Source: an optimization exercise on an open RTL-to-GDS flow (aim: small area). Production flows keep margins and buffers that such runs may drop.
The RTL was checked by simulation tests, not by an equivalence proof against the original design.
Power and IR drop assume default switching activity.

// NV_soDLA_CACC_calculator_for_check
module NV_soDLA_CACC_calculator_for_check(
  input           nvdla_core_clk,
  input           nvdla_core_rstn,
  input  [1087:0] abuf_rd_data,
  output          abuf_wr_en,
  output [5:0]    abuf_wr_addr,
  output [1087:0] abuf_wr_data,
  output          dlv_valid,
  output          dlv_mask,
  output [1023:0] dlv_data,
  output [1:0]    dlv_pd,
  input           accu_ctrl_valid,
  input  [12:0]   accu_ctrl_pd,
  input           accu_ctrl_ram_valid,
  input  [4:0]    cfg_truncate,
  input  [21:0]   mac_a2accu_data0,
  input  [21:0]   mac_a2accu_data1,
  input  [21:0]   mac_a2accu_data2,
  input  [21:0]   mac_a2accu_data3,
  input  [21:0]   mac_a2accu_data4,
  input  [21:0]   mac_a2accu_data5,
  input  [21:0]   mac_a2accu_data6,
  input  [21:0]   mac_a2accu_data7,
  input  [21:0]   mac_a2accu_data8,
  input  [21:0]   mac_a2accu_data9,
  input  [21:0]   mac_a2accu_data10,
  input  [21:0]   mac_a2accu_data11,
  input  [21:0]   mac_a2accu_data12,
  input  [21:0]   mac_a2accu_data13,
  input  [21:0]   mac_a2accu_data14,
  input  [21:0]   mac_a2accu_data15,
  input  [15:0]   mac_a2accu_mask,
  input           mac_a2accu_mode,
  input           mac_a2accu_pvld,
  input  [21:0]   mac_b2accu_data0,
  input  [21:0]   mac_b2accu_data1,
  input  [21:0]   mac_b2accu_data2,
  input  [21:0]   mac_b2accu_data3,
  input  [21:0]   mac_b2accu_data4,
  input  [21:0]   mac_b2accu_data5,
  input  [21:0]   mac_b2accu_data6,
  input  [21:0]   mac_b2accu_data7,
  input  [21:0]   mac_b2accu_data8,
  input  [21:0]   mac_b2accu_data9,
  input  [21:0]   mac_b2accu_data10,
  input  [21:0]   mac_b2accu_data11,
  input  [21:0]   mac_b2accu_data12,
  input  [21:0]   mac_b2accu_data13,
  input  [21:0]   mac_b2accu_data14,
  input  [21:0]   mac_b2accu_data15,
  input  [15:0]   mac_b2accu_mask,
  input           mac_b2accu_mode,
  input           mac_b2accu_pvld,
  output [31:0]   dp2reg_sat_count
);
Size in the first run: about 16000 cells after synthesis, roughly 3400 flip-flops, ~170000 µm² of cells after synthesis.
Settings: LEC_CHECK=0, CAP_MARGIN=20, CELL_PAD_IN_SITES_DETAIL_PLACEMENT=1, CELL_PAD_IN_SITES_GLOBAL_PLACEMENT=1, CORE_AREA=10 10 810 810, DIE_AREA=0 0 820 820, PLACE_DENSITY=0.5, SLEW_MARGIN=20, SYNTH_HIERARCHICAL=1; clock period 10.0 ns.
standard.sh (not shown) runs the stock make flow with config.mk's settings and CLKGATE_MAP_FILE= SYNTH_SCRIPT=/design/flow/synth_recipe.tcl, a recipe that flattens the netlist after the stock synthesis.
==> flow/flow/run.sh <==
#!/bin/bash
# Layout flow: the standard ORFS flow (standard.sh, unchanged synthesis, floorplan, power grid
# and tap cells), with these changes to how the layout is made:
#  - no timing-driven upsizing at floorplan (the netlist has no wires yet, so it only grows cells)
#  - port buffers use the smallest buffer cell (repair_design upsizes where a port needs more drive)
#  - pins one routing track apart (the default is two), so that a compact die holds all 4005 ports
#  - clock tree: larger sink clusters (25 flip-flops per leaf buffer) and no dummy loads
#  - global routing may finish with a little overflow (detailed routing clears it), and
#    more rounds of antenna repair after detailed routing
# Every tool's output goes to a log in this folder (make's output here, each ORFS step's full
# log under orfs/logs/).
set -euo pipefail
W=$(pwd)
EXTRA=(
  "REMOVE_ABC_BUFFERS=1"
  "BUFFER_PORTS_ARGS=-buffer_cell sky130_fd_sc_hd__buf_1"
  "PLACE_PINS_ARGS=-min_distance 1 -min_distance_in_tracks"
  "GLOBAL_ROUTE_ARGS=-congestion_iterations 100 -congestion_report_iter_step 5 -verbose -allow_congestion"
  "MAX_REPAIR_ANTENNAS_ITER_DRT=10"
  "CTS_ARGS=-sink_clustering_enable -repair_clock_nets -dont_use_dummy_load -sink_clustering_size 25 -sink_clustering_max_diameter 100"
)
bash "$W/standard.sh" "${EXTRA[@]}" finish > "$W/flow_make.log" 2>&1
The starting point ended with an error in global routing with GRT-0232.
==> next run, changes <==
CORE_AREA = 10 10 730 730   (was 10 10 810 810)
DIE_AREA = 0 0 740 740   (was 0 0 820 820)
PLACE_DENSITY = 0.55   (was 0.5)
=>
- The new run never finished: it broke off in global routing
- synthesized cell count is unchanged
- synthesized area does not change

========
== lagoon ==
Another version of the RTL of NV_soDLA_CACC_calculator_for_check (not shown whole).
Size: ~3400 flip-flops, ~4000 I/O pins, about 0.17 mm2 of cells after synthesis.
Settings: LEC_CHECK=0, CAP_MARGIN=20, CELL_PAD_IN_SITES_DETAIL_PLACEMENT=1, CELL_PAD_IN_SITES_GLOBAL_PLACEMENT=1, CORE_AREA=10 10 730 730, DIE_AREA=0 0 740 740, PLACE_DENSITY=0.55, SLEW_MARGIN=20, SYNTH_HIERARCHICAL=1; clock period 10.0 ns.
Scripts as last shown in full above: flow/flow/run.sh
lagoon completed; timing, DRC and antenna clean
What tundra does differently from lagoon at the input level:
--- a/flow/flow/run.sh
+++ b/flow/flow/run.sh
@@ -8,2 +8 @@
-#  - global routing may finish with a little overflow (detailed routing clears it), and
-#    more rounds of antenna repair after detailed routing
+#  - power/area recovery (downsizing of non-critical cells) after global routing
@@ -16,0 +16 @@
+  "RECOVER_POWER=100"
@@ -18,2 +17,0 @@
-  "GLOBAL_ROUTE_ARGS=-congestion_iterations 100 -congestion_report_iter_step 5 -verbose -allow_congestion"
-  "MAX_REPAIR_ANTENNAS_ITER_DRT=10"
--- a/flow/config.mk
+++ b/flow/config.mk
@@ -11,3 +11,3 @@
-export CORE_AREA = 10 10 730 730
-export DIE_AREA = 0 0 740 740
-export PLACE_DENSITY = 0.55
+export CORE_AREA = 10 10 810 810
+export DIE_AREA = 0 0 820 820
+export PLACE_DENSITY = 0.5
Notes after the runs:
The layout from tundra, despite a flow that completed every stage, fails the layout checks, with the failing checks listed as antenna rules, capacitance limit, slew limit. Compared tundra vs lagoon, and overall global routing resource usage is down in tundra. lagoon → tundra: first-pass GRT wire length shrank by 2.0%, combinational fraction of design power down 1.6 points, register area saw little to no change. tundra vs lagoon, post-route cell area went up by 1.1%. Taking lagoon as the reference, in tundra H-tree depth level; total power draw shrank by 0.77 mW. Summary: final critical-path required period, tundra worse than lagoon. Count of buffers not belonging to the clock network in the layout (tundra vs. lagoon) increases slightly. tundra vs. lagoon: setup slack saw a decrease; count of boundary I/O pins saw little to no change.

[afterwards: timing with drivers on the ports]
The flow's constraints put no driver on any port. The routed layouts listed below were extracted and timed again, unchanged, in two steps.
Step 1 (the two cells are an assumption about what drives the block):
set clk [get_ports {nvdla_core_clk}]
set_driving_cell -lib_cell sky130_fd_sc_hd__clkbuf_16 $clk
set_driving_cell -lib_cell sky130_fd_sc_hd__buf_2 [delete_from_list [all_inputs] $clk]
Step 2, shift: input delay + t, output delay - t, t = (earliest + latest rising clock arrival at the registers) / 2. This alone moves slack from input paths to output paths.
Slacks: ideal / step 1 / step 2; pairs: ideal / step 1.
run | shift t [ns] | slack for setup (ns) | latest minus earliest clock arrival (ns) | cell pins on the clock port's net
lagoon | 1.062 | 0.190 / 0.048 / 0.638 | 0.151 / 0.152 | 1
tundra | 1.110 | 0.093 / -0.051 / -0.907 | 0.153 / 0.152 | 1
For tundra, which loses most, drivers alone change the setup slack by -0.144 ns; drivers and shift together by -1.000 ns.
